What follows belongs to an exercise in optimizing a design on an open flow for small area; a production flow would make more cautious choices. Function was checked by simulation only, so behaviour that the tests miss may differ from the original. Power is estimated from default activity; no workload was simulated.

// measure_bw
module measure_bw#
(
    parameter[63:0] ADDRESS_OFFSET        = 64'h0000_0000,
    parameter       MAX_OUTSTANDING_RREQ  = 8,
    parameter       MAX_OUTSTANDING_WREQ  = 8,
    parameter       AXI_DATA_WIDTH        = 64,
    parameter       AXI_ADDR_WIDTH        = 64
)
(
    input wire  AXI_ACLK, AXI_ARESETN,
    input  wire[6-1 : 0]    S_AXI_AWADDR,   
    input  wire                             S_AXI_AWVALID,  
    output wire                                             S_AXI_AWREADY,
    input  wire[2 : 0]                      S_AXI_AWPROT,
    input  wire[32-1 : 0]    S_AXI_WDATA,      
    input  wire                             S_AXI_WVALID,
    input  wire[(32/8)-1:0]  S_AXI_WSTRB,
    output wire                                             S_AXI_WREADY,
    output  wire[1 : 0]                                     S_AXI_BRESP,
    output  wire                                            S_AXI_BVALID,
    input   wire                            S_AXI_BREADY,
    input  wire[6-1 : 0]    S_AXI_ARADDR,     
    input  wire                             S_AXI_ARVALID,
    input  wire[2 : 0]                      S_AXI_ARPROT,     
    output wire                                             S_AXI_ARREADY,
    output  wire[32-1 : 0]                   S_AXI_RDATA,
    output  wire                                            S_AXI_RVALID,
    output  wire[1 : 0]                                     S_AXI_RRESP,
    input   wire                            S_AXI_RREADY,
    output wire[AXI_ADDR_WIDTH-1 : 0]      M_AXI_ARADDR,     
    output wire                            M_AXI_ARVALID,
    output wire[2:0]                       M_AXI_ARPROT,     
    output wire                            M_AXI_ARLOCK,
    output wire[3:0]                       M_AXI_ARID,
    output wire[7:0]                       M_AXI_ARLEN,
    output wire[2:0]                       M_AXI_ARSIZE,
    output wire[1:0]                       M_AXI_ARBURST,
    output wire[3:0]                       M_AXI_ARCACHE,
    output wire[3:0]                       M_AXI_ARQOS,
    input  wire                                              M_AXI_ARREADY,
    input  wire[AXI_DATA_WIDTH-1 : 0]                        M_AXI_RDATA,
    input  wire                                              M_AXI_RVALID,
    input  wire[1:0]                                         M_AXI_RRESP,
    input  wire                                              M_AXI_RLAST,
    output wire                            M_AXI_RREADY,
    output wire[AXI_ADDR_WIDTH-1:0]        M_AXI_AWADDR,
    output wire                            M_AXI_AWVALID,
    output wire[2:0]                       M_AXI_AWPROT,
    output wire[3:0]                       M_AXI_AWID,
    output wire[7:0]                       M_AXI_AWLEN,
    output wire[2:0]                       M_AXI_AWSIZE,
    output wire[1:0]                       M_AXI_AWBURST,
    output wire                            M_AXI_AWLOCK,
    output wire[3:0]                       M_AXI_AWCACHE,
    output wire[3:0]                       M_AXI_AWQOS,
    input  wire                                              M_AXI_AWREADY,
    output wire[AXI_DATA_WIDTH-1 : 0]      M_AXI_WDATA,
    output wire                            M_AXI_WVALID,
    output wire[(AXI_DATA_WIDTH/8)-1:0]    M_AXI_WSTRB,
    output wire                            M_AXI_WLAST,
    input  wire                                              M_AXI_WREADY,
    input  wire[1:0]                                         M_AXI_BRESP,
    input  wire                                              M_AXI_BVALID,
    output wire                           M_AXI_BREADY
 );
For scale: about 760 flip-flops, roughly 440 I/O pins, roughly 0.036 mm^2 of cells after synthesis.
Settings: LEC_CHECK=0, CAP_MARGIN=20, CORE_MARGIN=2, CORE_UTILIZATION=60, CTS_BUF_LIST=sky130_fd_sc_hd__clkbuf_4 sky130_fd_sc_hd__clkbuf_8, SLEW_MARGIN=20; clock period 8.0 ns.
run.sh (not shown) runs the stock make flow with config.mk's settings and CLKGATE_MAP_FILE= SYNTH_SCRIPT=/design/flow/synth_recipe.tcl, a recipe that flattens the netlist after the stock synthesis.
The first run produced a clean layout.
Then changed:
- CORE_UTILIZATION: 60 -> 40
- CTS_BUF_LIST: sky130_fd_sc_hd__clkbuf_4 sky130_fd_sc_hd__clkbuf_8 -> unset
What happened: Area after synthesis is unchanged; hold slack degrades by 0.0053 ns; non-clock buffer count rose by 4; clock power rose by roughly a tenth; routed wire length rose by a few percent.


Another version of the RTL of measure_bw (not shown whole).
For scale: roughly 2600 cells after synthesis, ~440 I/O pins, about 31000 sq um of cells after synthesis.
==> flow/config.mk <==
export PLATFORM = sky130hd
export DESIGN_NAME = measure_bw
export DESIGN_NICKNAME = measure_bw
export VERILOG_FILES = /design/flow/design.v
export SDC_FILE = /design/flow/constraint.sdc
export NUM_CORES = 4
export LEC_CHECK = 0
export CAP_MARGIN = 10
export CORE_MARGIN = 2
export CORE_UTILIZATION = 70
export SLEW_MARGIN = 10
==> flow/constraint.sdc <==
create_clock -name core_clock -period 8.0 [get_ports {AXI_ACLK}]
set_input_delay 1.6000 -clock core_clock [delete_from_list [all_inputs] [get_ports {AXI_ACLK}]]
set_output_delay 1.6000 -clock core_clock [all_outputs]
set_load 0.01 [all_outputs]
standard.sh (not shown) runs the stock make flow with config.mk's settings and CLKGATE_MAP_FILE= SYNTH_SCRIPT=/design/flow/synth_recipe.tcl, a recipe that flattens the netlist after the stock synthesis.
==> flow/flow/run.sh <==
#!/bin/bash
# Layout flow: the standard layout (standard.sh) with these changes to how the layout is made:
#  - after the standard synthesis (run unchanged), its combinational logic is re-mapped for area
#    with Yosys/ABC (flow/remap.ys.in, flow/remap.abc); every flip-flop instance is kept as the
#    standard synthesis made it (same names and cell types);
#  - the port buffers that global placement inserts use the smallest buffer cell;
#  - the clock tree uses larger sink clusters and no dummy loads.
# Each tool's whole output goes to a log file of its own in this folder (ORFS steps also keep
# their logs under orfs/logs/).
set -euo pipefail
here=$(pwd)
lib=$FLOW_HOME/platforms/$FLOW_PLATFORM/lib/sky130_fd_sc_hd__tt_025C_1v80.lib
res=$here/orfs/results/$FLOW_PLATFORM/measure_bw/base
yosys_exe=$(command -v yosys || echo "$FLOW_HOME/../tools/install/yosys/bin/yosys")

export BUFFER_PORTS_ARGS="-buffer_cell sky130_fd_sc_hd__buf_1"
export CTS_ARGS="-sink_clustering_enable -repair_clock_nets -sink_clustering_size 26 -sink_clustering_max_diameter 100 -dont_use_dummy_load"

# 1. the standard synthesis
bash standard.sh synth > standard_synth.log 2>&1

# 2. re-map its combinational logic
cp "$res/1_2_yosys.v" "$here/synth_standard.v"
dont_use=$(sed -n '/DONT_USE_CELLS *+=/,/^ *$/p' "$FLOW_HOME/platforms/$FLOW_PLATFORM/config.mk" \
           | grep -o 'sky130_fd_sc_hd__[a-z0-9_]*' | sed 's/^/-dont_use /' | tr '\n' ' ')
printf 'set_driving_cell sky130_fd_sc_hd__buf_1\nset_load 5\n' > "$here/remap.constr"
sed -e "s#@LIB@#$lib#g" -e "s#@IN@#$here/synth_standard.v#" -e "s#@TOP@#$FLOW_TOP#" \
    -e "s#@DONTUSE@#$dont_use#" -e "s#@ABC@#$here/flow/remap.abc#" \
    -e "s#@CONSTR@#$here/remap.constr#" -e "s#@OUT@#$here/synth_remapped.v#" \
    flow/remap.ys.in > "$here/remap.ys"
"$yosys_exe" -s "$here/remap.ys" > remap.log 2>&1
cp "$here/synth_remapped.v" "$res/1_2_yosys.v"
rm -f "$res/1_synth.odb" "$res/1_synth.sdc"

# 3. the rest of the standard layout, from the re-mapped netlist
bash standard.sh > standard.log 2>&1
==> flow/flow/remap.abc <==
strash
ifraig
scorr
dc2
strash
&get -n
&deepsyn -T 120
&dch -f
&nf -R 1000
&put
topo
stime -c
Other scripts of this flow, unchanged in this note and not shown: flow/flow/remap.ys.in
The starting point finished but fails on setup timing.
Rerun with:
==> flow/flow/remap.abc (replaced) <==
strash
ifraig
scorr
dc2
strash
&get -n
&dch -f
&nf -D 4000
&put
topo
stime -c
What happened: This time the run finished with timing, DRC and antenna clean; setup slack improved by 3.8 ns; die area grows by a few percent; hold slack improved by 0.011 ns; critical path depth fell by 34; area after synthesis rises by a few percent; register-to-register slack improves by 3.8 ns; power increases by a few percent; clock power stays flat; final area decreases by a few percent.
Rerun with:
==> flow/flow/remap.abc (replaced) <==
strash
ifraig
scorr
dc2
strash
&get -n
&dch -f
&nf -R 1000
&put
topo
stime -c
- CAP_MARGIN: 10 -> 20
- CORE_UTILIZATION: 70 -> 55
- SLEW_MARGIN: 10 -> 20
What happened: The new run went through all stages and came out clean; area after synthesis falls by 0.82%; setup slack gets worse by 0.35 ns; die area rises by 26%; worst hold slack gets better by 0.012 ns; routed wire length rises by 8.5%; cell area rises by 2.1%; total power rises by 0.63%; clock power rises by about 3%; combinational power is about the same; global-route usage falls by 5.3 points; flip-flop and latch count does not change.
Rerun with:
- CAP_MARGIN: 20 -> 10
- CORE_UTILIZATION: 55 -> 70
- SLEW_MARGIN: 20 -> 10
What happened:
- The changed run passed the timing, DRC and antenna checks
- clock power is lower by a few percent
- register-to-register slack got worse by 0.17 ns
- maximum frequency is lower by a few percent
Rerun with:
==> flow/flow/remap.abc (replaced) <==
strash
ifraig
scorr
dc2
strash
&get -n
&dch -f
&nf -D 6500
&put
topo
stime -c
The changed run passed the timing, DRC and antenna checks.
Global-route usage fell by 1.3 points.
Count of clock-buffer cells in the layout does not change.
Sequential cell count stays the same.
Final area fell by 0.88%.
Clock power hardly moves.

afterwards: timing with drivers on the ports:
No port has a modelled driver above. Below, the same layouts with a new extraction and two added sets of constraints.
Step 1, drivers: a clkbuf_16 drives AXI_ACLK and a buf_2 each remaining input, both assumed.
Step 2, shift: input delay + t, output delay - t, t = (earliest + latest rising clock arrival at the registers) / 2. This alone moves slack from input paths to output paths.
a / b / c = ideal / step 1 / step 2; a / b = the first two.
run | shift t [ns] | setup slack, ns | worst setup path at the end
the first run of note 1 | 0.798 | 2.929 / 2.872 / 2.725 | input to register
the second run of note 1 | 0.715 | 3.068 / 3.000 / 2.864 | input to register
the first run of note 2 | 0.612 | -3.120 / -3.120 / -3.120 | register to register
the second run of note 2 | 0.633 | 0.681 / 0.681 / 0.681 | register to register
the third run of note 2 | 0.648 | 0.336 / 0.336 / 0.336 | register to register
the fourth run of note 2 | 0.625 | 0.168 / 0.168 / 0.168 | register to register
the fifth run of note 2 | 0.633 | 0.681 / 0.681 / 0.681 | register to register
